This design comes from an exercise in tuning for small area on the open sky130 flow, not from production work. No functional check of the RTL was part of any run shown here.

==> flow/design.v <==
`timescale 1ns / 1ps
module complex_sinusoid_ddfs#(parameter ROM_DEPTH = 2048, ROM_WIDTH = 16)
(
        input wire                           i_clk,
        input wire                           i_rst,
        input wire        [31:0]             i_freq_control,
        input wire        [1:0]              i_invert_out,
        output reg signed [ROM_WIDTH-1:0]    o_real,
        output reg signed [ROM_WIDTH-1:0]    o_imag
);
    reg  [31:0] accumulator;
    wire [31:0] acc_sum;
    wire [31:0] acc_c;
    ddfs_fa u_acc0 (.a(accumulator[0]), .b(i_freq_control[0]), .c(1'b0), .s(acc_sum[0]), .co(acc_c[0]));
    ddfs_fa u_acc1 (.a(accumulator[1]), .b(i_freq_control[1]), .c(acc_c[0]), .s(acc_sum[1]), .co(acc_c[1]));
    ddfs_fa u_acc2 (.a(accumulator[2]), .b(i_freq_control[2]), .c(acc_c[1]), .s(acc_sum[2]), .co(acc_c[2]));
    ddfs_fa u_acc3 (.a(accumulator[3]), .b(i_freq_control[3]), .c(acc_c[2]), .s(acc_sum[3]), .co(acc_c[3]));
    ddfs_fa u_acc4 (.a(accumulator[4]), .b(i_freq_control[4]), .c(acc_c[3]), .s(acc_sum[4]), .co(acc_c[4]));
    ddfs_fa u_acc5 (.a(accumulator[5]), .b(i_freq_control[5]), .c(acc_c[4]), .s(acc_sum[5]), .co(acc_c[5]));
    ddfs_fa u_acc6 (.a(accumulator[6]), .b(i_freq_control[6]), .c(acc_c[5]), .s(acc_sum[6]), .co(acc_c[6]));
    ddfs_fa u_acc7 (.a(accumulator[7]), .b(i_freq_control[7]), .c(acc_c[6]), .s(acc_sum[7]), .co(acc_c[7]));
    ddfs_fa u_acc8 (.a(accumulator[8]), .b(i_freq_control[8]), .c(acc_c[7]), .s(acc_sum[8]), .co(acc_c[8]));
    ddfs_fa u_acc9 (.a(accumulator[9]), .b(i_freq_control[9]), .c(acc_c[8]), .s(acc_sum[9]), .co(acc_c[9]));
    ddfs_fa u_acc10 (.a(accumulator[10]), .b(i_freq_control[10]), .c(acc_c[9]), .s(acc_sum[10]), .co(acc_c[10]));
    ddfs_fa u_acc11 (.a(accumulator[11]), .b(i_freq_control[11]), .c(acc_c[10]), .s(acc_sum[11]), .co(acc_c[11]));
    ddfs_fa u_acc12 (.a(accumulator[12]), .b(i_freq_control[12]), .c(acc_c[11]), .s(acc_sum[12]), .co(acc_c[12]));
    ddfs_fa u_acc13 (.a(accumulator[13]), .b(i_freq_control[13]), .c(acc_c[12]), .s(acc_sum[13]), .co(acc_c[13]));
    ddfs_fa u_acc14 (.a(accumulator[14]), .b(i_freq_control[14]), .c(acc_c[13]), .s(acc_sum[14]), .co(acc_c[14]));
    ddfs_fa u_acc15 (.a(accumulator[15]), .b(i_freq_control[15]), .c(acc_c[14]), .s(acc_sum[15]), .co(acc_c[15]));
    ddfs_fa u_acc16 (.a(accumulator[16]), .b(i_freq_control[16]), .c(acc_c[15]), .s(acc_sum[16]), .co(acc_c[16]));
    ddfs_fa u_acc17 (.a(accumulator[17]), .b(i_freq_control[17]), .c(acc_c[16]), .s(acc_sum[17]), .co(acc_c[17]));
    ddfs_fa u_acc18 (.a(accumulator[18]), .b(i_freq_control[18]), .c(acc_c[17]), .s(acc_sum[18]), .co(acc_c[18]));
    ddfs_fa u_acc19 (.a(accumulator[19]), .b(i_freq_control[19]), .c(acc_c[18]), .s(acc_sum[19]), .co(acc_c[19]));
    ddfs_fa u_acc20 (.a(accumulator[20]), .b(i_freq_control[20]), .c(acc_c[19]), .s(acc_sum[20]), .co(acc_c[20]));
    ddfs_fa u_acc21 (.a(accumulator[21]), .b(i_freq_control[21]), .c(acc_c[20]), .s(acc_sum[21]), .co(acc_c[21]));
    ddfs_fa u_acc22 (.a(accumulator[22]), .b(i_freq_control[22]), .c(acc_c[21]), .s(acc_sum[22]), .co(acc_c[22]));
    ddfs_fa u_acc23 (.a(accumulator[23]), .b(i_freq_control[23]), .c(acc_c[22]), .s(acc_sum[23]), .co(acc_c[23]));
    ddfs_fa u_acc24 (.a(accumulator[24]), .b(i_freq_control[24]), .c(acc_c[23]), .s(acc_sum[24]), .co(acc_c[24]));
    ddfs_fa u_acc25 (.a(accumulator[25]), .b(i_freq_control[25]), .c(acc_c[24]), .s(acc_sum[25]), .co(acc_c[25]));
    ddfs_fa u_acc26 (.a(accumulator[26]), .b(i_freq_control[26]), .c(acc_c[25]), .s(acc_sum[26]), .co(acc_c[26]));
    ddfs_fa u_acc27 (.a(accumulator[27]), .b(i_freq_control[27]), .c(acc_c[26]), .s(acc_sum[27]), .co(acc_c[27]));
    ddfs_fa u_acc28 (.a(accumulator[28]), .b(i_freq_control[28]), .c(acc_c[27]), .s(acc_sum[28]), .co(acc_c[28]));
    ddfs_fa u_acc29 (.a(accumulator[29]), .b(i_freq_control[29]), .c(acc_c[28]), .s(acc_sum[29]), .co(acc_c[29]));
    ddfs_fa u_acc30 (.a(accumulator[30]), .b(i_freq_control[30]), .c(acc_c[29]), .s(acc_sum[30]), .co(acc_c[30]));
    ddfs_fa u_acc31 (.a(accumulator[31]), .b(i_freq_control[31]), .c(acc_c[30]), .s(acc_sum[31]), .co(acc_c[31]));
    wire [10:0] sin_addr = accumulator[29:19] ^ {11{accumulator[30]}};
    wire [10:0] cos_addr = ~sin_addr;
    wire [7:0]  g;                        
    ddfs_g u_g (.t(sin_addr[4:0]), .g(g));
    wire [19:0] s_c0n, c_c0n;
    wire [11:0] s_c1, c_c1;
    wire [4:0]  s_c2, c_c2;
    ddfs_rom u_rom_s (.s(sin_addr[10:5]), .c0n(s_c0n), .c1(s_c1), .c2(s_c2));
    ddfs_rom u_rom_c (.s(cos_addr[10:5]), .c0n(c_c0n), .c1(c_c1), .c2(c_c2));
    wire [14:0] sin_mag_n, cos_mag_n;    
    ddfs_poly u_poly_s (.c0n(s_c0n), .c1(s_c1), .c2(s_c2), .t(sin_addr[4:0]), .g(g), .v_n(sin_mag_n));
    ddfs_poly u_poly_c (.c0n(c_c0n), .c1(c_c1), .c2(c_c2), .t(cos_addr[4:0]), .g(g), .v_n(cos_mag_n));
    wire sin_neg = accumulator[31] ^ i_invert_out[0];
    wire cos_neg = accumulator[31] ^ accumulator[30] ^ i_invert_out[1];
    wire [15:0] sin_out = {sin_neg, sin_mag_n ^ {15{~sin_neg}}} + {15'd0, sin_neg};
    wire [15:0] cos_out = {cos_neg, cos_mag_n ^ {15{~cos_neg}}} + {15'd0, cos_neg};
    always @(posedge i_clk) begin
        if (i_rst) begin
            o_real <= 0;
            o_imag <= 0;
            accumulator <= 0;
        end else begin
            accumulator <= acc_sum;
            o_real <= cos_out;
            o_imag <= sin_out;
        end
    end
endmodule
module ddfs_rom(input [5:0] s, output reg [19:0] c0n, output reg [11:0] c1, output reg [4:0] c2);
  always @* begin
    case (s)
      6'd0: begin c0n = ~20'd0; c1 = 12'd3217; c2 = 5'd0; end
      6'd1: begin c0n = ~20'd25737; c1 = 12'd3214; c2 = 5'd0; end
      6'd2: begin c0n = ~20'd51453; c1 = 12'd3211; c2 = 5'd0; end
      6'd3: begin c0n = ~20'd77141; c1 = 12'd3205; c2 = 5'd0; end
      6'd4: begin c0n = ~20'd102752; c1 = 12'd3200; c2 = 5'd0; end
      6'd5: begin c0n = ~20'd128352; c1 = 12'd3188; c2 = 5'd2; end
      6'd6: begin c0n = ~20'd153854; c1 = 12'd3177; c2 = 5'd2; end
      6'd7: begin c0n = ~20'd179262; c1 = 12'd3163; c2 = 5'd3; end
      6'd8: begin c0n = ~20'd204559; c1 = 12'd3147; c2 = 5'd5; end
      6'd9: begin c0n = ~20'd229737; c1 = 12'd3130; c2 = 5'd4; end
      6'd10: begin c0n = ~20'd254777; c1 = 12'd3111; c2 = 5'd4; end
      6'd11: begin c0n = ~20'd279667; c1 = 12'd3090; c2 = 5'd3; end
      6'd12: begin c0n = ~20'd304379; c1 = 12'd3068; c2 = 5'd0; end
      6'd13: begin c0n = ~20'd328909; c1 = 12'd3043; c2 = 5'd5; end
      6'd14: begin c0n = ~20'd353241; c1 = 12'd3017; c2 = 5'd6; end
      6'd15: begin c0n = ~20'd377366; c1 = 12'd2987; c2 = 5'd7; end
      6'd16: begin c0n = ~20'd401267; c1 = 12'd2958; c2 = 5'd5; end
      6'd17: begin c0n = ~20'd424922; c1 = 12'd2924; c2 = 5'd7; end
      6'd18: begin c0n = ~20'd448314; c1 = 12'd2891; c2 = 5'd8; end
      6'd19: begin c0n = ~20'd471440; c1 = 12'd2856; c2 = 5'd8; end
      6'd20: begin c0n = ~20'd494296; c1 = 12'd2817; c2 = 5'd3; end
      6'd21: begin c0n = ~20'd516829; c1 = 12'd2780; c2 = 5'd8; end
      6'd22: begin c0n = ~20'd539054; c1 = 12'd2740; c2 = 5'd11; end
      6'd23: begin c0n = ~20'd560973; c1 = 12'd2698; c2 = 5'd8; end
      6'd24: begin c0n = ~20'd582543; c1 = 12'd2653; c2 = 5'd11; end
      6'd25: begin c0n = ~20'd603767; c1 = 12'd2607; c2 = 5'd10; end
      6'd26: begin c0n = ~20'd624621; c1 = 12'd2561; c2 = 5'd9; end
      6'd27: begin c0n = ~20'd645099; c1 = 12'd2513; c2 = 5'd10; end
      6'd28: begin c0n = ~20'd665186; c1 = 12'd2463; c2 = 5'd12; end
      6'd29: begin c0n = ~20'd684887; c1 = 12'd2411; c2 = 5'd11; end
      6'd30: begin c0n = ~20'd704157; c1 = 12'd2358; c2 = 5'd14; end
      6'd31: begin c0n = ~20'd723015; c1 = 12'd2303; c2 = 5'd14; end
      6'd32: begin c0n = ~20'd741437; c1 = 12'd2247; c2 = 5'd13; end
      6'd33: begin c0n = ~20'd759407; c1 = 12'd2190; c2 = 5'd14; end
      6'd34: begin c0n = ~20'd776924; c1 = 12'd2133; c2 = 5'd12; end
      6'd35: begin c0n = ~20'd793970; c1 = 12'd2072; c2 = 5'd14; end
      6'd36: begin c0n = ~20'd810534; c1 = 12'd2012; c2 = 5'd14; end
      6'd37: begin c0n = ~20'd826623; c1 = 12'd1949; c2 = 5'd13; end
      6'd38: begin c0n = ~20'd842196; c1 = 12'd1886; c2 = 5'd16; end
      6'd39: begin c0n = ~20'd857277; c1 = 12'd1821; c2 = 5'd15; end
      6'd40: begin c0n = ~20'd871838; c1 = 12'd1755; c2 = 5'd15; end
      6'd41: begin c0n = ~20'd885869; c1 = 12'd1689; c2 = 5'd15; end
      6'd42: begin c0n = ~20'd899369; c1 = 12'd1620; c2 = 5'd18; end
      6'd43: begin c0n = ~20'd912328; c1 = 12'd1555; c2 = 5'd13; end
      6'd44: begin c0n = ~20'd924735; c1 = 12'd1482; c2 = 5'd17; end
      6'd45: begin c0n = ~20'd936593; c1 = 12'd1412; c2 = 5'd14; end
      6'd46: begin c0n = ~20'd947879; c1 = 12'd1341; c2 = 5'd16; end
      6'd47: begin c0n = ~20'd958591; c1 = 12'd1269; c2 = 5'd17; end
      6'd48: begin c0n = ~20'd968728; c1 = 12'd1196; c2 = 5'd18; end
      6'd49: begin c0n = ~20'd978293; c1 = 12'd1122; c2 = 5'd16; end
      6'd50: begin c0n = ~20'd987256; c1 = 12'd1049; c2 = 5'd16; end
      6'd51: begin c0n = ~20'd995624; c1 = 12'd973; c2 = 5'd17; end
      6'd52: begin c0n = ~20'd1003402; c1 = 12'd897; c2 = 5'd16; end
      6'd53: begin c0n = ~20'd1010565; c1 = 12'd821; c2 = 5'd18; end
      6'd54: begin c0n = ~20'd1017148; c1 = 12'd742; c2 = 5'd14; end
      6'd55: begin c0n = ~20'd1023070; c1 = 12'd669; c2 = 5'd17; end
      6'd56: begin c0n = ~20'd1028398; c1 = 12'd590; c2 = 5'd19; end
      6'd57: begin c0n = ~20'd1033111; c1 = 12'd512; c2 = 5'd18; end
      6'd58: begin c0n = ~20'd1037199; c1 = 12'd434; c2 = 5'd18; end
      6'd59: begin c0n = ~20'd1040671; c1 = 12'd355; c2 = 5'd17; end
      6'd60: begin c0n = ~20'd1043498; c1 = 12'd278; c2 = 5'd18; end
      6'd61: begin c0n = ~20'd1045707; c1 = 12'd199; c2 = 5'd18; end
      6'd62: begin c0n = ~20'd1047282; c1 = 12'd120; c2 = 5'd19; end
      6'd63: begin c0n = ~20'd1048226; c1 = 12'd41; c2 = 5'd20; end
      default: begin c0n = {20{1'b1}}; c1 = 12'd0; c2 = 5'd0; end
    endcase
  end
endmodule
module ddfs_g(input [4:0] t, output reg [7:0] g);
  always @* begin
    case (t)
      5'd0: g = 8'd0;
      5'd1: g = 8'd30;
      5'd2: g = 8'd58;
      5'd3: g = 8'd84;
      5'd4: g = 8'd108;
      5'd5: g = 8'd130;
      5'd6: g = 8'd150;
      5'd7: g = 8'd168;
      5'd8: g = 8'd184;
      5'd9: g = 8'd198;
      5'd10: g = 8'd210;
      5'd11: g = 8'd220;
      5'd12: g = 8'd228;
      5'd13: g = 8'd234;
      5'd14: g = 8'd238;
      5'd15: g = 8'd240;
      5'd16: g = 8'd240;
      5'd17: g = 8'd238;
      5'd18: g = 8'd234;
      5'd19: g = 8'd228;
      5'd20: g = 8'd220;
      5'd21: g = 8'd210;
      5'd22: g = 8'd198;
      5'd23: g = 8'd184;
      5'd24: g = 8'd168;
      5'd25: g = 8'd150;
      5'd26: g = 8'd130;
      5'd27: g = 8'd108;
      5'd28: g = 8'd84;
      5'd29: g = 8'd58;
      5'd30: g = 8'd30;
      5'd31: g = 8'd0;
      default: g = 8'd0;
    endcase
  end
endmodule
module ddfs_poly(input [19:0] c0n, input [11:0] c1, input [4:0] c2, input [4:0] t, input [7:0] g, output [14:0] v_n);
  wire n1;
  wire n2;
  wire n3;
  wire n4;
  wire n5;
  wire n6;
  wire n7;
  wire n8;
  wire n9;
  wire n10;
  wire n11;
  wire n12;
  wire n13;
  wire n14;
  wire n15;
  wire n16;
  wire n17;
  wire n18;
  wire n19;
  wire n20;
  wire n21;
  wire n22;
  wire n23;
  wire n24;
  wire n25;
  wire n26;
  wire n27;
  wire n28;
  wire n29;
  wire n30;
  wire n31;
  wire n32;
  wire n33;
  wire n34;
  wire n35;
  wire n36;
  wire n37;
  wire n38;
  wire n39;
  wire n40;
  wire n41;
  wire n42;
  wire n43;
  wire n44;
  wire n45;
  wire n46;
  wire n47;
  wire n48;
  wire n49;
  wire n50;
  wire n51;
  wire n52;
  wire n53;
  wire n54;
  wire n55;
  wire n56;
  wire n57;
  wire n58;
  wire n59;
  wire n60;
  wire n61;
  wire n62;
  wire n63;
  wire n64;
  wire n65;
  wire n66;
  wire n67;
  wire n68;
  wire n69;
  wire n70;
  wire n71;
  wire n72;
  wire n73;
  wire n74;
  wire n75;
  wire n76;
  wire n77;
  wire n78;
  wire n79;
  wire n80;
  wire n81;
  wire n82;
  wire n83;
  wire n84;
  wire n85;
  wire n86;
  wire n87;
  wire n88;
  wire n89;
  wire n90;
  wire n91;
  wire n92;
  wire n93;
  wire n94;
  wire n95;
  wire n96;
  wire n97;
  wire n98;
  wire n99;
  wire n100;
  wire n101;
  wire n102;
  wire n103;
  wire n104;
  wire n105;
  wire n106;
  wire n107;
  wire n108;
  wire n109;
  wire n110;
  wire n111;
  wire n112;
  wire n113;
  wire n114;
  wire n115;
  wire n116;
  wire n117;
  wire n118;
  wire n119;
  wire n120;
  wire n121;
  wire n122;
  wire n123;
  wire n124;
  wire n125;
  wire n126;
  wire n127;
  wire n128;
  wire n129;
  wire n130;
  wire n131;
  wire n132;
  wire n133;
  wire n134;
  wire n135;
  wire n136;
  wire n137;
  wire n138;
  wire n139;
  wire n140;
  wire n141;
  wire n142;
  wire n143;
  wire n144;
  wire n145;
  wire n146;
  wire n147;
  wire n148;
  wire n149;
  wire n150;
  wire n151;
  wire n152;
  wire n153;
  wire n154;
  wire n155;
  wire n156;
  wire n157;
  wire n158;
  wire n159;
  wire n160;
  wire n161;
  wire n162;
  wire n163;
  wire n164;
  wire n165;
  wire n166;
  wire n167;
  wire n168;
  wire n169;
  wire n170;
  wire n171;
  wire n172;
  wire n173;
  wire n174;
  wire n175;
  wire n176;
  wire n177;
  wire n178;
  wire n179;
  wire n180;
  wire n181;
  wire n182;
  wire n183;
  wire n184;
  wire n185;
  wire n186;
  wire n187;
  wire n188;
  wire n189;
  wire n190;
  wire n191;
  wire n192;
  wire n193;
  wire n194;
  wire n195;
  wire n196;
  wire n197;
  wire n198;
  wire n199;
  wire n200;
  wire n201;
  wire n202;
  wire n203;
  wire n204;
  wire n205;
  wire n206;
  wire n207;
  wire n208;
  wire n209;
  wire n210;
  wire n211;
  wire n212;
  wire n213;
  wire n214;
  wire n215;
  wire n216;
  wire n217;
  wire n218;
  ddfs_han nha2 (.a(c0n[1]), .b(~(c1[3]&t[0])), .s(n1), .co(n2));
  ddfs_fa nfa4 (.a(c0n[2]), .b(~(c1[4]&t[0])), .c(~(c1[3]&t[1])), .s(n3), .co(n4));
  ddfs_han nha6 (.a(c0n[3]), .b(~(c1[5]&t[0])), .s(n5), .co(n6));
  ddfs_han nha8 (.a(~(c1[1]&t[0])), .b(~(c1[0]&t[1])), .s(n7), .co(n8));
  ddfs_fa nfa10 (.a(c0n[0]), .b(~(c1[2]&t[0])), .c(~(c1[1]&t[1])), .s(n9), .co(n10));
  ddfs_fa nfa12 (.a(~(c1[0]&t[2])), .b(~(c2[4]&g[2])), .c(~(c2[3]&g[3])), .s(n11), .co(n12));
  ddfs_fa nfa14 (.a(~(c1[2]&t[1])), .b(~(c1[1]&t[2])), .c(~(c1[0]&t[3])), .s(n13), .co(n14));
  ddfs_fa nfa16 (.a(~(c2[4]&g[3])), .b(~(c2[3]&g[4])), .c(~(c2[2]&g[5])), .s(n15), .co(n16));
  ddfs_han nha18 (.a(~(c2[1]&g[6])), .b(~(c2[0]&g[7])), .s(n17), .co(n18));
  ddfs_fa nfa20 (.a(~(c1[2]&t[2])), .b(~(c1[1]&t[3])), .c(~(c1[0]&t[4])), .s(n19), .co(n20));
  ddfs_fa nfa22 (.a(~(c2[4]&g[4])), .b(~(c2[3]&g[5])), .c(~(c2[2]&g[6])), .s(n21), .co(n22));
  ddfs_fa nfa24 (.a(~(c2[1]&g[7])), .b(n2), .c(n3), .s(n23), .co(n24));
  ddfs_fa nfa26 (.a(~(c1[4]&t[1])), .b(~(c1[3]&t[2])), .c(~(c1[2]&t[3])), .s(n25), .co(n26));
  ddfs_fa nfa28 (.a(~(c1[1]&t[4])), .b(~(c2[4]&g[5])), .c(~(c2[3]&g[6])), .s(n27), .co(n28));
  ddfs_fa nfa30 (.a(~(c2[2]&g[7])), .b(n4), .c(n5), .s(n29), .co(n30));
  ddfs_fa nfa32 (.a(c0n[4]), .b(~(c1[6]&t[0])), .c(~(c1[5]&t[1])), .s(n31), .co(n32));
  ddfs_fa nfa34 (.a(~(c1[4]&t[2])), .b(~(c1[3]&t[3])), .c(~(c1[2]&t[4])), .s(n33), .co(n34));
  ddfs_fa nfa36 (.a(~(c2[4]&g[6])), .b(~(c2[3]&g[7])), .c(n6), .s(n35), .co(n36));
  ddfs_fa nfa38 (.a(c0n[5]), .b(~(c1[7]&t[0])), .c(~(c1[6]&t[1])), .s(n37), .co(n38));
  ddfs_fa nfa40 (.a(~(c1[5]&t[2])), .b(~(c1[4]&t[3])), .c(~(c1[3]&t[4])), .s(n39), .co(n40));
  ddfs_fa nfa42 (.a(c0n[6]), .b(~(c1[8]&t[0])), .c(~(c1[7]&t[1])), .s(n41), .co(n42));
  ddfs_han nha44 (.a(c0n[7]), .b(~(c1[9]&t[0])), .s(n43), .co(n44));
  ddfs_han nha46 (.a(c0n[8]), .b(~(c1[10]&t[0])), .s(n45), .co(n46));
  ddfs_han nha48 (.a(c0n[9]), .b(~(c1[11]&t[0])), .s(n47), .co(n48));
  ddfs_fa nfa50 (.a(~(c1[0]&t[0])), .b(~(c2[4]&g[0])), .c(~(c2[3]&g[1])), .s(n49), .co(n50));
  ddfs_fa nfa52 (.a(~(c2[4]&g[1])), .b(~(c2[3]&g[2])), .c(~(c2[2]&g[3])), .s(n51), .co(n52));
  ddfs_han nha54 (.a(~(c2[1]&g[4])), .b(~(c2[0]&g[5])), .s(n53), .co(n54));
  ddfs_fa nfa56 (.a(~(c2[2]&g[4])), .b(~(c2[1]&g[5])), .c(~(c2[0]&g[6])), .s(n55), .co(n56));
  ddfs_fa nfa58 (.a(n8), .b(n9), .c(n11), .s(n57), .co(n58));
  ddfs_fa nfa60 (.a(n1), .b(n10), .c(n12), .s(n59), .co(n60));
  ddfs_fa nfa62 (.a(n13), .b(n15), .c(n17), .s(n61), .co(n62));
  ddfs_fa nfa64 (.a(n14), .b(n16), .c(n18), .s(n63), .co(n64));
  ddfs_fa nfa66 (.a(n19), .b(n21), .c(n23), .s(n65), .co(n66));
  ddfs_fa nfa68 (.a(n20), .b(n22), .c(n24), .s(n67), .co(n68));
  ddfs_fa nfa70 (.a(n25), .b(n27), .c(n29), .s(n69), .co(n70));
  ddfs_fa nfa72 (.a(n26), .b(n28), .c(n30), .s(n71), .co(n72));
  ddfs_fa nfa74 (.a(n31), .b(n33), .c(n35), .s(n73), .co(n74));
  ddfs_fa nfa76 (.a(~(c2[4]&g[7])), .b(n32), .c(n34), .s(n75), .co(n76));
  ddfs_fa nfa78 (.a(n36), .b(n37), .c(n39), .s(n77), .co(n78));
  ddfs_fa nfa80 (.a(~(c1[6]&t[2])), .b(~(c1[5]&t[3])), .c(~(c1[4]&t[4])), .s(n79), .co(n80));
  ddfs_fa nfa82 (.a(n38), .b(n40), .c(n41), .s(n81), .co(n82));
  ddfs_fa nfa84 (.a(~(c1[8]&t[1])), .b(~(c1[7]&t[2])), .c(~(c1[6]&t[3])), .s(n83), .co(n84));
  ddfs_fa nfa86 (.a(~(c1[5]&t[4])), .b(n42), .c(n43), .s(n85), .co(n86));
  ddfs_fa nfa88 (.a(~(c1[9]&t[1])), .b(~(c1[8]&t[2])), .c(~(c1[7]&t[3])), .s(n87), .co(n88));
  ddfs_fa nfa90 (.a(~(c1[6]&t[4])), .b(n44), .c(n45), .s(n89), .co(n90));
  ddfs_fa nfa92 (.a(~(c1[10]&t[1])), .b(~(c1[9]&t[2])), .c(~(c1[8]&t[3])), .s(n91), .co(n92));
  ddfs_fa nfa94 (.a(~(c1[7]&t[4])), .b(n46), .c(n47), .s(n93), .co(n94));
  ddfs_fa nfa96 (.a(c0n[10]), .b(~(c1[11]&t[1])), .c(~(c1[10]&t[2])), .s(n95), .co(n96));
  ddfs_fa nfa98 (.a(~(c1[9]&t[3])), .b(~(c1[8]&t[4])), .c(n48), .s(n97), .co(n98));
  ddfs_fa nfa100 (.a(c0n[11]), .b(~(c1[11]&t[2])), .c(~(c1[10]&t[3])), .s(n99), .co(n100));
  ddfs_han nha102 (.a(~(c2[3]&g[0])), .b(~(c2[2]&g[1])), .s(n101), .co(n102));
  ddfs_fa nfa104 (.a(~(c2[2]&g[2])), .b(~(c2[1]&g[3])), .c(~(c2[0]&g[4])), .s(n103), .co(n104));
  ddfs_fa nfa106 (.a(n7), .b(n50), .c(n51), .s(n105), .co(n106));
  ddfs_fa nfa108 (.a(n52), .b(n54), .c(n55), .s(n107), .co(n108));
  ddfs_fa nfa110 (.a(n56), .b(n58), .c(n59), .s(n109), .co(n110));
  ddfs_fa nfa112 (.a(n60), .b(n62), .c(n63), .s(n111), .co(n112));
  ddfs_fa nfa114 (.a(n64), .b(n66), .c(n67), .s(n113), .co(n114));
  ddfs_fa nfa116 (.a(n68), .b(n70), .c(n71), .s(n115), .co(n116));
  ddfs_fa nfa118 (.a(n72), .b(n74), .c(n75), .s(n117), .co(n118));
  ddfs_fa nfa120 (.a(n76), .b(n78), .c(n79), .s(n119), .co(n120));
  ddfs_fa nfa122 (.a(n80), .b(n82), .c(n83), .s(n121), .co(n122));
  ddfs_fa nfa124 (.a(n84), .b(n86), .c(n87), .s(n123), .co(n124));
  ddfs_fa nfa126 (.a(n88), .b(n90), .c(n91), .s(n125), .co(n126));
  ddfs_fa nfa128 (.a(n92), .b(n94), .c(n95), .s(n127), .co(n128));
  ddfs_fa nfa130 (.a(~(c1[9]&t[4])), .b(n96), .c(n98), .s(n129), .co(n130));
  ddfs_fa nfa132 (.a(c0n[12]), .b(~(c1[11]&t[3])), .c(~(c1[10]&t[4])), .s(n131), .co(n132));
  ddfs_han nha134 (.a(~(c2[2]&g[0])), .b(~(c2[1]&g[1])), .s(n133), .co(n134));
  ddfs_fa nfa136 (.a(~(c2[1]&g[2])), .b(~(c2[0]&g[3])), .c(n101), .s(n135), .co(n136));
  ddfs_fa nfa138 (.a(n49), .b(n102), .c(n103), .s(n137), .co(n138));
  ddfs_fa nfa140 (.a(n53), .b(n104), .c(n105), .s(n139), .co(n140));
  ddfs_fa nfa142 (.a(n57), .b(n106), .c(n107), .s(n141), .co(n142));
  ddfs_fa nfa144 (.a(n61), .b(n108), .c(n109), .s(n143), .co(n144));
  ddfs_fa nfa146 (.a(n65), .b(n110), .c(n111), .s(n145), .co(n146));
  ddfs_fa nfa148 (.a(n69), .b(n112), .c(n113), .s(n147), .co(n148));
  ddfs_fa nfa150 (.a(n73), .b(n114), .c(n115), .s(n149), .co(n150));
  ddfs_fa nfa152 (.a(n77), .b(n116), .c(n117), .s(n151), .co(n152));
  ddfs_fa nfa154 (.a(n81), .b(n118), .c(n119), .s(n153), .co(n154));
  ddfs_fa nfa156 (.a(n85), .b(n120), .c(n121), .s(n155), .co(n156));
  ddfs_fa nfa158 (.a(n89), .b(n122), .c(n123), .s(n157), .co(n158));
  ddfs_fa nfa160 (.a(n93), .b(n124), .c(n125), .s(n159), .co(n160));
  ddfs_fa nfa162 (.a(n97), .b(n126), .c(n127), .s(n161), .co(n162));
  ddfs_fa nfa164 (.a(n99), .b(n128), .c(n129), .s(n163), .co(n164));
  ddfs_fa nfa166 (.a(n100), .b(n130), .c(n131), .s(n165), .co(n166));
  ddfs_fa nfa168 (.a(c0n[13]), .b(~(c1[11]&t[4])), .c(n132), .s(n167), .co(n168));
  ddfs_han nha170 (.a(~(c2[1]&g[0])), .b(~(c2[0]&g[1])), .s(n169), .co(n170));
  ddfs_fa nfa172 (.a(~(c2[0]&g[2])), .b(n133), .c(n170), .s(n171), .co(n172));
  ddfs_fa nfa174 (.a(n134), .b(n135), .c(n172), .s(n173), .co(n174));
  ddfs_fa nfa176 (.a(n136), .b(n137), .c(n174), .s(n175), .co(n176));
  ddfs_fa nfa178 (.a(n138), .b(n139), .c(n176), .s(n177), .co(n178));
  ddfs_fa nfa180 (.a(n140), .b(n141), .c(n178), .s(n179), .co(n180));
  ddfs_fa nfa182 (.a(n142), .b(n143), .c(n180), .s(n181), .co(n182));
  ddfs_fa nfa184 (.a(n144), .b(n145), .c(n182), .s(n183), .co(n184));
  ddfs_fa nfa186 (.a(n146), .b(n147), .c(n184), .s(n185), .co(n186));
  ddfs_fa nfa188 (.a(n148), .b(n149), .c(n186), .s(n187), .co(n188));
  ddfs_fa nfa190 (.a(n150), .b(n151), .c(n188), .s(n189), .co(n190));
  ddfs_fa nfa192 (.a(n152), .b(n153), .c(n190), .s(n191), .co(n192));
  ddfs_fa nfa194 (.a(n154), .b(n155), .c(n192), .s(n193), .co(n194));
  ddfs_fa nfa196 (.a(n156), .b(n157), .c(n194), .s(n195), .co(n196));
  ddfs_fa nfa198 (.a(n158), .b(n159), .c(n196), .s(n197), .co(n198));
  ddfs_fa nfa200 (.a(n160), .b(n161), .c(n198), .s(n199), .co(n200));
  ddfs_fa nfa202 (.a(n162), .b(n163), .c(n200), .s(n201), .co(n202));
  ddfs_fa nfa204 (.a(n164), .b(n165), .c(n202), .s(n203), .co(n204));
  ddfs_fa nfa206 (.a(n166), .b(n167), .c(n204), .s(n205), .co(n206));
  ddfs_fa nfa208 (.a(c0n[14]), .b(n168), .c(n206), .s(n207), .co(n208));
  ddfs_han nha210 (.a(c0n[15]), .b(n208), .s(n209), .co(n210));
  ddfs_han nha212 (.a(c0n[16]), .b(n210), .s(n211), .co(n212));
  ddfs_han nha214 (.a(c0n[17]), .b(n212), .s(n213), .co(n214));
  ddfs_han nha216 (.a(c0n[18]), .b(n214), .s(n215), .co(n216));
  ddfs_han nha218 (.a(c0n[19]), .b(n216), .s(n217), .co(n218));
  assign v_n = {n217,n215,n213,n211,n209,n207,n205,n203,n201,n199,n197,n195,n193,n191,n189};
endmodule
module ddfs_fa(input a, input b, input c, output s, output co);
  assign {co, s} = a + b + c;
endmodule
module ddfs_ha(input a, input b, output s, output co);
  assign {co, s} = a + b;
endmodule
module ddfs_han(input a, input b, output s, output co);
  assign s  = ~(a ^ b);
  assign co = a | b;
endmodule
==> flow/run.sh <==
#!/bin/bash
# synth_recipe.tcl (not shown) runs the flow's synth.tcl, then flattens the netlist and writes it again
# the make line also repeats each setting of config.mk as NAME=value (left out here)
make -C /OpenROAD-flow-scripts/flow DESIGN_CONFIG=/design/flow/config.mk WORK_HOME=/design/flow/orfs CLKGATE_MAP_FILE= SYNTH_SCRIPT=/design/flow/synth_recipe.tcl finish
==> flow/config.mk <==
export PLATFORM = sky130hd
export DESIGN_NAME = complex_sinusoid_ddfs
export DESIGN_NICKNAME = complex_sinusoid_ddfs
export VERILOG_FILES = /design/flow/design.v
export SDC_FILE = /design/flow/constraint.sdc
export NUM_CORES = 4
export LEC_CHECK = 0
export ABC_AREA = 1
export CAP_MARGIN = 20
export CELL_PAD_IN_SITES_DETAIL_PLACEMENT = 2
export CELL_PAD_IN_SITES_GLOBAL_PLACEMENT = 4
export CORE_MARGIN = 2
export CORE_UTILIZATION = 20
export PLACE_DENSITY = 0.25
export SLEW_MARGIN = 20
export SYNTH_HIERARCHICAL = 1
export SYNTH_MEMORY_MAX_BITS = 1048576
==> flow/constraint.sdc <==
create_clock -name core_clock -period 10.0 [get_ports {i_clk}]
set_input_delay 2.0000 -clock core_clock [delete_from_list [all_inputs] [get_ports {i_clk}]]
set_output_delay 2.0000 -clock core_clock [all_outputs]
set_load 0.01 [all_outputs]
==> notes.md, run 1 <==
Crit. End Element=flop; Slowest-stage cell, CP=fa_1; Avg WL per Cell=22.5 um; vias per cell=4.49; DP HPWL=76,200 um; most used cell, CP=fa_2; Max Buffers Root-to-Sink=2; Period minus WS final=13.35 ns; Final WS setup=-3.35 ns; num ports=68; SO Faults=negative setup slack; Worst R2R End=accumulator[31]$_SDFF_PP0_; max capacitance violation total=0; Routed Antenna Nets=0; detailed-route DRC error count=0; Max Fclk=74.9 MHz; IO Port Bufs=67; Layout Nets=3,228; Max-Slew Margin vs Limit=30.6%; cell area after synthesis=15,400 sq um; worst hold endpoint=accumulator[5]$_SDFF_PP0_; Root Buffer=clkbuf_16; WP data arrival=13.63 ns; Tot GR Track Use=22.6%; critical path peak fanout=1; Die ar.=79,400 sq um; critical path required time=10.28 ns; status=failed layout checks; Die Span Y=282 um; setup slack, reg-to-reg=-1.96 ns; setup TNS=-26.85 ns; Sink Count=64; H-tree level count=3; initial antenna violation count=1; grt ovf=0; largest net degree at the start of global routing=40; DRT Wirelength=88,600 um; Final setup viols=24; first-pass GRT wire length=133,000 um; core area=76,200 sq um; CTS tree=built; CP Class=primary input to flop; routability cong.=0.899; worst slew pin tran=1.04 ns; Setup WS pre-CTS=-4.07 ns; CTS Buf Count=9; Clk pin slew, worst setup/hold paths=0.06 ns; Hold WC Path Type=flop to flop; crit-path max cell delay=0.49 ns; num rows=101; FF-to-FF Start=accumulator[0]$_SDFF_PP0_; RSZ-0062 raised after global routing=true; R2R cell count=34; initial DRC count=753; area delta synth->final=51.1%; First-pass DRT Iterations=5; worst min-delay path startpoint=accumulator[5]$_SDFF_PP0_; worst-skew pair later-pin latency=0.34 ns; Fin. Hold Viols=0; via count=17,668; vias in the first global route=20,298; skew final=0.00578 ns; Period Utilization, post-route=133%; Initial Util=20.3%; Critical Path Source Type=primary input; WHS=0.675 ns; Die X=282 um; yosys warns=9; Synth Net Count=2,688; layout cells sized above 1=34.8%; Synth Instances=2,358; syn avg cell area=6.55 sq um; Max Slew Vio Count=0; hold path cells=3
[layout by cell type (no fill, tap or decap), types with 7 or more instances in the layout]
cell type	n
fa_2	76
nor2_1	180
a21oi_1	65
nand3_1	235
ha_4	26
dfxtp_1	62
inv_2	53
xnor2_1	7
nand2_2	83
clkdlybuf4s50_1	66
inv_4	17
nand2_1	713
buf_6	38
nor2_4	10
nor2_2	31
nand3_2	29
o21ai_0	83
nand2_4	27
fa_1	142
inv_1	231
o22ai_1	7
buf_12	26
nand4_1	19
buf_4	529
ha_1	49
clkbuf_16	9
[sequential cells by signal, summed over array words and instances, names as in the netlist]
register,flops
accumulator,32
o_imag,16
o_real,16
[how the worst max path moves through the flow]
| stage | startpoint | to |
|---|---|---|
| floorplan | i_freq_control[0] | accumulator[31]$_SDFF_PP0_ |
| global placement | i_freq_control[0] | accumulator[31]$_SDFF_PP0_ |
| detailed placement | i_freq_control[0] | accumulator[31]$_SDFF_PP0_ |
| CTS | i_freq_control[0] | accumulator[31]$_SDFF_PP0_ |
| global route | i_freq_control[0] | accumulator[31]$_SDFF_PP0_ |
| finish | i_freq_control[0] | accumulator[31]$_SDFF_PP0_ |
[final cells by class]
| class | instances | area, sq um |
|---|---|---|
| Inverter | 308 | 1240 |
| Antenna cell | 1 | 2.50 |
| Tap cell | 1030 | 1290 |
| Clock inverter | 6 | 81.3 |
| Multi-Input combinational cell | 1854 | 13600 |
| Sequential cell | 64 | 1290 |
| Fill cell | 9038 | 52900 |
| Timing Repair Buffer | 661 | 5610 |
| Clock buffer | 10 | 239 |
[through the flow]
stage	area [sq um]	std cells	utilization (%)
floorplan	16000	2358	-
global placement	21400	3869	28.1
detailed placement	21400	3869	28.1
CTS	22600	3916	29.7
global route	23300	3933	30.6
finish	23300	3934	30.6
[metal layers]
layer | track usage [%] | vias up | wire length (um)
met2 | 42.9 | 198 | 46800
met5 | 0 | - | 0
met4 | 4.30 | 0 | 1800
met3 | 1.15 | 67 | 1300
li1 | - | 8317 | -
met1 | 28.2 | 9086 | 38800
[worst max-delay path, delay by kind of cell]
family	cells	cell delay [ns]
adders and majority gates	32	11.41
buffers and inverters	2	0.13
and+or+nand+nor	1	0.08
[timing repair]
action	CTS	global route
endpoints found under the setup margin	28	27
pin swaps	37	40
hold buffers	0	0
cloned	0	0
gates resized for setup	194	158
setup buffers	32	22
==> run 2: changes to the inputs <==
==> flow/config.mk (replaced) <==
export PLATFORM = sky130hd
export DESIGN_NAME = complex_sinusoid_ddfs
export DESIGN_NICKNAME = complex_sinusoid_ddfs
export VERILOG_FILES = /design/flow/design.v
export SDC_FILE = /design/flow/constraint.sdc
export NUM_CORES = 4
export LEC_CHECK = 0
export ABC_AREA = 1
export CAP_MARGIN = 20
export CORE_MARGIN = 2
export CORE_UTILIZATION = 40
export PLACE_DENSITY = 0.6
export SLEW_MARGIN = 20
export SYNTH_HIERARCHICAL = 1
==> run 2 against run 1 <==
Against the previous run: still fails the layout checks on negative setup slack; core utilization is 26 points higher; global-route usage is 10 points higher; via count is 1.7% lower; synthesized cell count stayed put; clock-buffer cell count is 1 lower; die area is 49% lower; non-clock buffer count is 84 lower; area after synthesis stayed put; maximum frequency is 0.87% higher; cell count is 15% lower; largest cell class unchanged.
==> notes.md, run 2 <==
most used cell, CP=fa_2 (unchanged); Final setup viols=23 (was 24); critical path required time=10.21 ns (was 10.28 ns); RSZ-0062 raised after global routing=true (unchanged); WP data arrival=13.44 ns (was 13.63 ns); Max Buffers Root-to-Sink=2 (unchanged); Die ar.=40,200 sq um (was 79,400 sq um); status=failed layout checks (unchanged); Cell Count Post-Placement=3,285 (was 3,869); Routed Antenna Nets=0 (unchanged); vias per cell=5.22 (was 4.49); CTS tree=built (unchanged); Max Fclk=75.6 MHz (was 74.9 MHz); commonest non-fill, non-tap cell in the layout=nand2_1 (unchanged); cell area after synthesis=15,400 sq um (unchanged); placed instance area=20,100 sq um (was 21,400 sq um); IO Port Bufs=67 (unchanged); worst slew pin tran=0.955 ns (was 1.04 ns); most frequent cells in the layout=nand2_1, buf_4, inv_1, nand3_1, nor2_1 (was nand2_1, buf_4, nand3_1); WHS=0.680 ns (was 0.675 ns); Die Span Y=200 um (was 282 um); setup TNS=-25.30 ns (was -26.85 ns); Synth Net Count=2,688 (unchanged); Avg WL per Cell=19.8 um (was 22.5 um); skew final=0.00979 ns (was 0.00578 ns); critical path peak fanout=1 (unchanged); Clk pin slew, worst setup/hold paths=0.06 ns (about the same); vias in the first global route=17,967 (was 20,298); Slowest-stage cell, CP=fa_1 (unchanged); layout cells sized above 1=29.5% (was 34.8%); Die X=200 um (was 282 um); initial DRC count=1,345 (was 753); FF-to-FF Start=accumulator[0]$_SDFF_PP0_ (unchanged); worst-skew pair later-pin latency=0.34 ns (about the same); yosys warns=9 (unchanged); Layout Nets=3,144 (was 3,228); DP HPWL=55,100 um (was 76,200 um); Critical Path Source Type=primary input (unchanged); Biggest register=accumulator (unchanged); Final WS setup=-3.23 ns (was -3.35 ns); crit-path max cell delay=0.44 ns (was 0.49 ns); routability cong.=1.03 (was 0.899); num ports=68 (unchanged); Max-Slew Margin vs Limit=36.3% (was 30.6%); biggest regs=accumulator x32, o_imag x16, o_real x16 (unchanged); Crit. End Element=flop (unchanged); initial antenna violation count=0 (was 1); detailed-route DRC error count=0 (unchanged); largest net degree at the start of global routing=40 (unchanged); Tot GR Track Use=33.1% (was 22.6%); non-filler instance count after layout=3,330 (was 3,934); via count=17,371 (was 17,668); CTS Buf Count=9 (unchanged); CP Class=primary input to flop (unchanged); post-route cell area=21,400 sq um (was 23,300 sq um); crit path capture=accumulator[31]$_SDFF_PP0_ (unchanged); Worst R2R End=accumulator[31]$_SDFF_PP0_ (unchanged); DRT Wirelength=66,000 um (was 88,600 um); Period minus WS final=13.23 ns (was 13.35 ns); setup slack, reg-to-reg=-1.84 ns (was -1.96 ns); R2R cell count=34 (unchanged); Initial Util=40.8% (was 20.3%); core area=37,800 sq um (was 76,200 sq um); Setup WS pre-CTS=-3.96 ns (was -4.07 ns); H-tree level count=3 (unchanged); Max Slew Vio Count=0 (unchanged); SO Faults=negative setup slack (unchanged); Period Utilization, post-route=132% (was 133%); first-pass GRT wire length=103,000 um (was 133,000 um); First-pass DRT Iterations=5 (unchanged); Hold WC Path Type=flop to flop (unchanged); num rows=71 (was 101); Fin. Hold Viols=0 (unchanged); ant diodes=0 (was 1); grt ovf=0 (unchanged); Synth Instances=2,358 (unchanged); max capacitance violation total=0 (unchanged); Layout Utilization=56.4% (was 30.6%); syn avg cell area=6.55 sq um (unchanged); Root Buffer=clkbuf_16 (unchanged); Filler Cell Count=3,785 (was 9,038); CP Launch Point=i_freq_control[0] (unchanged); max reg flops=32 (unchanged); Sink Count=64 (unchanged); area delta synth->final=38.4% (was 51.1%)
[run 2: changes by cell type in the layout (fill, tap and decap cells not counted), sizes merged]
cell / delta
buf: -84
clkinv: +4
bufinv: -2
clkbuf: -1
clkinvlp: -1
diode: -1
[run 2: final cells by class]
| cell class | instances | area, sq um | share of cell area [%] |
|---|---|---|---|
| timing repair buffer | 577 | 4760 | 22.3 |
| clock inverter | 7 | 48.8 | 0.228 |
| tap | 511 | 639 | 2.99 |
| multi-input combinational | 1854 | 13200 | 61.7 |
| sequential | 64 | 1290 | 6.02 |
| inverter | 308 | 1220 | 5.73 |
| clock buffer | 9 | 225 | 1.05 |
[run 2: routing by layer]
metal / global-route usage, % / vias to the layer above / share of wire, %
met5: 0 / - / 0
met1: 41.2 / 8330 / 41
met4: 17.7 / 0 / 6.2
li1: - / 8148 / -
met2: 56.7 / 689 / 48
met3: 3.33 / 204 / 5.2
[run 2: repair_timing]
action,CTS,global route
gates resized for setup,144,79
pin swaps,41,24
endpoints found under the setup margin,26,27
hold buffers,0,0
buffers inserted,22,11
[run 2: critical path, delay by kind of cell]
kind | cells | cell delay (ns)
buf+inv | 2 | 0.16
fa+ha+maj | 32 | 11.21
simple gates | 1 | 0.03
[run 2: worst min path at each step]
stage,start,endpoint,cells past startpoint
after floorplan,accumulator[10]$_SDFF_PP0_,accumulator[10]$_SDFF_PP0_,3
after global placement,accumulator[17]$_SDFF_PP0_,accumulator[17]$_SDFF_PP0_,3
after detailed placement,accumulator[13]$_SDFF_PP0_,accumulator[13]$_SDFF_PP0_,3
after CTS,accumulator[3]$_SDFF_PP0_,accumulator[3]$_SDFF_PP0_,3
after global routing,accumulator[13]$_SDFF_PP0_,accumulator[13]$_SDFF_PP0_,3
final,accumulator[6]$_SDFF_PP0_,accumulator[6]$_SDFF_PP0_,3

port drivers added, routing unchanged:
How much do the figures lean on ideal ports? The routed layouts below were timed once more, with nothing changed but the port constraints. Step 1 sets driving cells, clkbuf_16 on the clock port and buf_2 on the other inputs (assumed; they add their load-dependent delay and slew). Step 2 also shifts input and output timing later by t, the mid clock arrival at the registers, as if the neighbouring blocks saw the same clock. a / b / c = ideal ports / drivers / drivers and shift; a / b = the first two.
| run | t, ns | setup slack, ns | worst setup path at the end | latest minus earliest clock arrival (ns) | worst data-port slew with drivers (ns) |
|---|---|---|---|---|---|
| run 1 | 0.385 | -3.347 / -3.339 / -3.724 | input to register | 0.006 / 0.005 | 0.07 |
| run 2 | 0.377 | -3.232 / -3.221 / -3.598 | input to register | 0.010 / 0.010 | 0.05 |
For run 1, which loses most, drivers alone change the setup slack by +0.008 ns; drivers and shift together by -0.377 ns.
